This design comes from an exercise in tuning for small area and a short achievable clock period on the open sky130 flow, not from production work. Only simulation tests tie the RTL to the original design; equivalence was not proved.

Design overall_neural_network_training, start of the top module:
module overall_neural_network_training(
	input clock,
	input reset,
	input inp_1,
	input inp_2,
	input inp_3,
	input inp_4,
	input inp_5,
	input inp_6,
	output outp_1,
	output outp_2,
	output outp_3
);
Size in the first run: ~14000 cells after synthesis, roughly 2500 flip-flops, ~130000 µm² of cells after synthesis.
==> flow/config.mk <==
export PLATFORM = sky130hd
export DESIGN_NAME = overall_neural_network_training
export DESIGN_NICKNAME = overall_neural_network_training
export VERILOG_FILES = /design/flow/design.v
export SDC_FILE = /design/flow/constraint.sdc
export NUM_CORES = 4
export LEC_CHECK = 0
export CAP_MARGIN = 20
export CORE_MARGIN = 2
export CORE_UTILIZATION = 65
export CTS_BUF_LIST = sky130_fd_sc_hd__clkbuf_16
export CTS_CLUSTER_DIAMETER = 80
export CTS_CLUSTER_SIZE = 30
export SLEW_MARGIN = 20
==> flow/constraint.sdc <==
create_clock -name core_clock -period 10.0 [get_ports {clock}]
set_input_delay 2.0000 -clock core_clock [delete_from_list [all_inputs] [get_ports {clock}]]
set_output_delay 2.0000 -clock core_clock [all_outputs]
set_load 0.01 [all_outputs]
standard.sh (not shown) runs the stock make flow with config.mk's settings and CLKGATE_MAP_FILE= SYNTH_SCRIPT=/design/flow/synth_recipe.tcl, a recipe that flattens the netlist after the stock synthesis.
==> flow/flow/run.sh <==
#!/bin/bash
set -euo pipefail
SETUP_SLACK_MARGIN=6 bash standard.sh > standard.log 2>&1
Next try:
==> flow/run.sh (new file) <==
#!/bin/bash
# synth_recipe.tcl (not shown) runs the flow's synth.tcl, then flattens the netlist and writes it again
# the make line also repeats each setting of config.mk as NAME=value (left out here)
make -C /OpenROAD-flow-scripts/flow DESIGN_CONFIG=/design/flow/config.mk WORK_HOME=/design/flow/orfs CLKGATE_MAP_FILE= SYNTH_SCRIPT=/design/flow/synth_recipe.tcl finish
--- a/flow/config.mk
+++ b/flow/config.mk
@@ -9,6 +9,4 @@
 export CORE_MARGIN = 2
-export CORE_UTILIZATION = 65
-export CTS_BUF_LIST = sky130_fd_sc_hd__clkbuf_16
-export CTS_CLUSTER_DIAMETER = 80
-export CTS_CLUSTER_SIZE = 30
+export CORE_UTILIZATION = 55
+export SETUP_SLACK_MARGIN = 5
 export SLEW_MARGIN = 20
removed: flow/flow/run.sh
removed: flow/standard.sh
What happened:
- The changed run finished with timing, DRC and antenna clean
- cell count goes up by about 4%
- worst hold slack degrades by 6.1 ps
- count of clock-buffer cells in the layout grows by 306
- die area went up by 18%
- worst setup slack gets worse by 440 ps
- final area climbs by 1.8%
Next try:
==> flow/flow/run.sh (new file) <==
#!/bin/bash
set -euo pipefail
SETUP_SLACK_MARGIN=6 bash standard.sh > standard.log 2>&1
==> flow/standard.sh (new file) <==
#!/bin/bash
# synth_recipe.tcl (not shown) runs the flow's synth.tcl, then flattens the netlist and writes it again
# the make line also repeats each setting of config.mk as NAME=value (left out here)
make -C /OpenROAD-flow-scripts/flow DESIGN_CONFIG=/design/flow/config.mk WORK_HOME=/design/flow/orfs CLKGATE_MAP_FILE= SYNTH_SCRIPT=/design/flow/synth_recipe.tcl "${@:-finish}"
--- a/flow/config.mk
+++ b/flow/config.mk
@@ -7,6 +7,8 @@
 export LEC_CHECK = 0
+export ABC_AREA = 1
 export CAP_MARGIN = 20
 export CORE_MARGIN = 2
-export CORE_UTILIZATION = 55
-export SETUP_SLACK_MARGIN = 5
+export CORE_UTILIZATION = 65
+export CTS_BUF_LIST = sky130_fd_sc_hd__clkbuf_8
+export CTS_CLUSTER_SIZE = 20
 export SLEW_MARGIN = 20
removed: flow/run.sh
The changed run passed the timing, design-rule and antenna checks.
First-iteration DRC count climbs by 28%.
Final cell count climbs by 21%.
Global-route usage climbs by 6.7 points.
Critical path depth climbs by 9.
Worst setup slack improves by 570 ps.
Clock-buffer cell count climbs by 98.
Design area climbs by 2.1%.
Die area drops by 14%.
Next try:
--- a/flow/config.mk
+++ b/flow/config.mk
@@ -7,8 +7,7 @@
 export LEC_CHECK = 0
-export ABC_AREA = 1
-export CAP_MARGIN = 20
+export CAP_MARGIN = 10
 export CORE_MARGIN = 2
-export CORE_UTILIZATION = 65
+export CORE_UTILIZATION = 55
 export CTS_BUF_LIST = sky130_fd_sc_hd__clkbuf_8
 export CTS_CLUSTER_SIZE = 20
-export SLEW_MARGIN = 20
+export SLEW_MARGIN = 10
Outcome:
- routed wire length fell by 4.4%
- worst setup slack degrades by 170 ps
- clock skew rose by 15 ps
- utilization fell by 10 points
- global-route usage fell by 5.3 points
- die area rose by 17%
Next try:
--- a/flow/config.mk
+++ b/flow/config.mk
@@ -7,7 +7,8 @@
 export LEC_CHECK = 0
-export CAP_MARGIN = 10
+export CAP_MARGIN = 20
 export CORE_MARGIN = 2
-export CORE_UTILIZATION = 55
-export CTS_BUF_LIST = sky130_fd_sc_hd__clkbuf_8
-export CTS_CLUSTER_SIZE = 20
-export SLEW_MARGIN = 10
+export CORE_UTILIZATION = 65
+export CTS_BUF_LIST = sky130_fd_sc_hd__clkbuf_16
+export CTS_CLUSTER_DIAMETER = 60
+export CTS_CLUSTER_SIZE = 30
+export SLEW_MARGIN = 20
Register-to-register slack gets better by 120 ps.
Via count fell slightly.
Core utilization rose by 9.2 points.
Die area fell by about a fifth.
Next try:
==> flow/flow/run.sh (replaced) <==
#!/bin/bash
set -euo pipefail
SETUP_SLACK_MARGIN=6.25 bash standard.sh > standard.log 2>&1
--- a/flow/config.mk
+++ b/flow/config.mk
@@ -11,4 +11,4 @@
 export CTS_BUF_LIST = sky130_fd_sc_hd__clkbuf_16
-export CTS_CLUSTER_DIAMETER = 60
-export CTS_CLUSTER_SIZE = 30
+export CTS_CLUSTER_DIAMETER = 70
+export CTS_CLUSTER_SIZE = 24
 export SLEW_MARGIN = 20
Result: The changed run completed without violations; setup slack gets worse by 100 ps; clock-buffer cell count drops by 19; cell area went up by 1.4%; clock skew drops by 20 ps.

* * *

overall_neural_network_training again, from the RTL that the note above started with.
Settings: LEC_CHECK=0, CAP_MARGIN=20, CORE_MARGIN=2, CORE_UTILIZATION=65, CTS_BUF_LIST=sky130_fd_sc_hd__clkbuf_8, CTS_CLUSTER_SIZE=20, SLEW_MARGIN=20; clock period 10.0 ns.
==> flow/flow/run.sh <==
#!/bin/bash
set -euo pipefail
SETUP_SLACK_MARGIN=6 bash standard.sh > standard.log 2>&1
The baseline completed with no timing, DRC or antenna violations.
==> next run, changes <==
CORE_UTILIZATION = 55   (was 65)
CTS_BUF_LIST = sky130_fd_sc_hd__clkbuf_4 sky130_fd_sc_hd__clkbuf_8   (was sky130_fd_sc_hd__clkbuf_8)
CTS_CLUSTER_SIZE = 30   (was 20)
Effect:
- setup slack is worse by 47 ps
- area after synthesis stays the same
- non-clock buffer count grows by 22
- die area went up by about 18%
- critical path depth climbs by 1
- clock-buffer cell count is higher by 164
==> next run, changes <==
CTS_BUF_LIST = default   (was sky130_fd_sc_hd__clkbuf_4 sky130_fd_sc_hd__clkbuf_8)
CTS_CLUSTER_SIZE = default   (was 30)
Wire length stays flat.
Non-clock buffer count increases by 12.
Cell area hardly moves.
Core utilization stays flat.
Setup slack got worse by 11 ps.
Synthesized cell count stays the same.
Critical path depth goes up by 2.
Via count decreases by 0.80%.
Die area does not change.
Worst hold slack barely changes.

* * *

Another version of the RTL of overall_neural_network_training (not shown whole).
For scale: about 2,500 flip-flops, roughly 130,000 um^2 of cells after synthesis.
Settings: LEC_CHECK=0, CAP_MARGIN=20, CORE_MARGIN=2, CORE_UTILIZATION=55, SETUP_SLACK_MARGIN=5, SLEW_MARGIN=20; clock period 10.0 ns.
run.sh (not shown) runs the stock make flow with config.mk's settings and CLKGATE_MAP_FILE= SYNTH_SCRIPT=/design/flow/synth_recipe.tcl, a recipe that flattens the netlist after the stock synthesis.
Stock flow here: none of the scripts above is used.
Next try:
==> flow/flow/run.sh (new file) <==
#!/bin/bash
set -euo pipefail
SETUP_SLACK_MARGIN=6 bash standard.sh > standard.log 2>&1
==> flow/standard.sh (new file) <==
#!/bin/bash
# synth_recipe.tcl (not shown) runs the flow's synth.tcl, then flattens the netlist and writes it again
# the make line also repeats each setting of config.mk as NAME=value (left out here)
make -C /OpenROAD-flow-scripts/flow DESIGN_CONFIG=/design/flow/config.mk WORK_HOME=/design/flow/orfs CLKGATE_MAP_FILE= SYNTH_SCRIPT=/design/flow/synth_recipe.tcl "${@:-finish}"
- SETUP_SLACK_MARGIN: 5 -> unset
removed: flow/run.sh
Effect: The new run completed without violations; worst hold slack hardly moves; via count rises by 2.2%; critical path depth rises by 1; flip-flop and latch count stays the same; design area rises by 5.7%; count of clock-buffer cells in the layout rises by 31; wire length rises by 6.6%.
Next try:
==> flow/run.sh (new file) <==
#!/bin/bash
# synth_recipe.tcl (not shown) runs the flow's synth.tcl, then flattens the netlist and writes it again
# the make line also repeats each setting of config.mk as NAME=value (left out here)
make -C /OpenROAD-flow-scripts/flow DESIGN_CONFIG=/design/flow/config.mk WORK_HOME=/design/flow/orfs CLKGATE_MAP_FILE= SYNTH_SCRIPT=/design/flow/synth_recipe.tcl finish
- CORE_UTILIZATION: 55 -> 40
- SETUP_SLACK_MARGIN: unset -> 5
removed: flow/flow/run.sh
removed: flow/standard.sh
The changed run went through all stages and came out clean.
Synthesized area stays the same.
Fmax is lower by roughly a tenth.
Via count decreases by a few percent.
Cell count rose by a few percent.
Clock skew stays flat.
Die area came out higher by well over a third.
Wire length went down by roughly a tenth.
Worst setup slack gets worse by 0.63 ns.

-- re-timing with driven ports --
The results above use ideal ports. As a check the final layouts listed here were re-extracted and re-timed, cells and wires unchanged.
Step 1, drivers: a clkbuf_16 drives clock and a buf_2 each remaining input, both assumed.
Step 2 adds t to the input delays and takes it off the output delays; t is the mean of the earliest and latest rising clock arrival at the registers after step 1. Input paths then give back, and output paths get back, about the clock's delay inside the block.
Three values: ideal, step 1, step 2; two values: the first two.
| run | t, ns | slack for setup (ns) | worst register clock-pin slew, ns | worst data-port slew with drivers (ns) |
|---|---|---|---|---|
| the first run of note 1 | 0.899 | 5.856 / 5.856 / 5.527 | 0.11 / 0.11 | 0.09 |
| the second run of note 1 | 0.991 | 5.416 / 5.416 / 5.416 | 0.06 / 0.06 | 0.09 |
| the third run of note 1 | 1.155 | 5.989 / 5.989 / 5.197 | 0.07 / 0.07 | 0.04 |
| the fourth run of note 1 | 1.157 | 5.823 / 5.823 / 5.395 | 0.07 / 0.07 | 0.11 |
| the fifth run of note 1 | 0.933 | 5.943 / 5.943 / 5.512 | 0.11 / 0.11 | 0.09 |
| the sixth run of note 1 | 0.901 | 5.843 / 5.843 / 5.505 | 0.10 / 0.10 | 0.11 |
| the first run of note 2 | 1.163 | 5.938 / 5.938 / 5.527 | 0.07 / 0.07 | 0.09 |
| the second run of note 2 | 1.151 | 5.891 / 5.891 / 5.414 | 0.07 / 0.07 | 0.10 |
| the third run of note 2 | 0.985 | 5.880 / 5.880 / 5.385 | 0.06 / 0.06 | 0.11 |
| the first run of note 3 | 0.987 | 5.255 / 5.255 / 5.255 | 0.07 / 0.07 | 0.09 |
| the second run of note 3 | 0.990 | 5.901 / 5.901 / 5.312 | 0.07 / 0.07 | 0.04 |
| the third run of note 3 | 0.970 | 5.267 / 5.267 / 5.267 | 0.07 / 0.07 | 0.10 |
After both steps setup and hold are still met in every run listed. For the third run of note 1, which loses most, drivers alone change the setup slack by 0.000 ns; drivers and shift together by -0.792 ns.
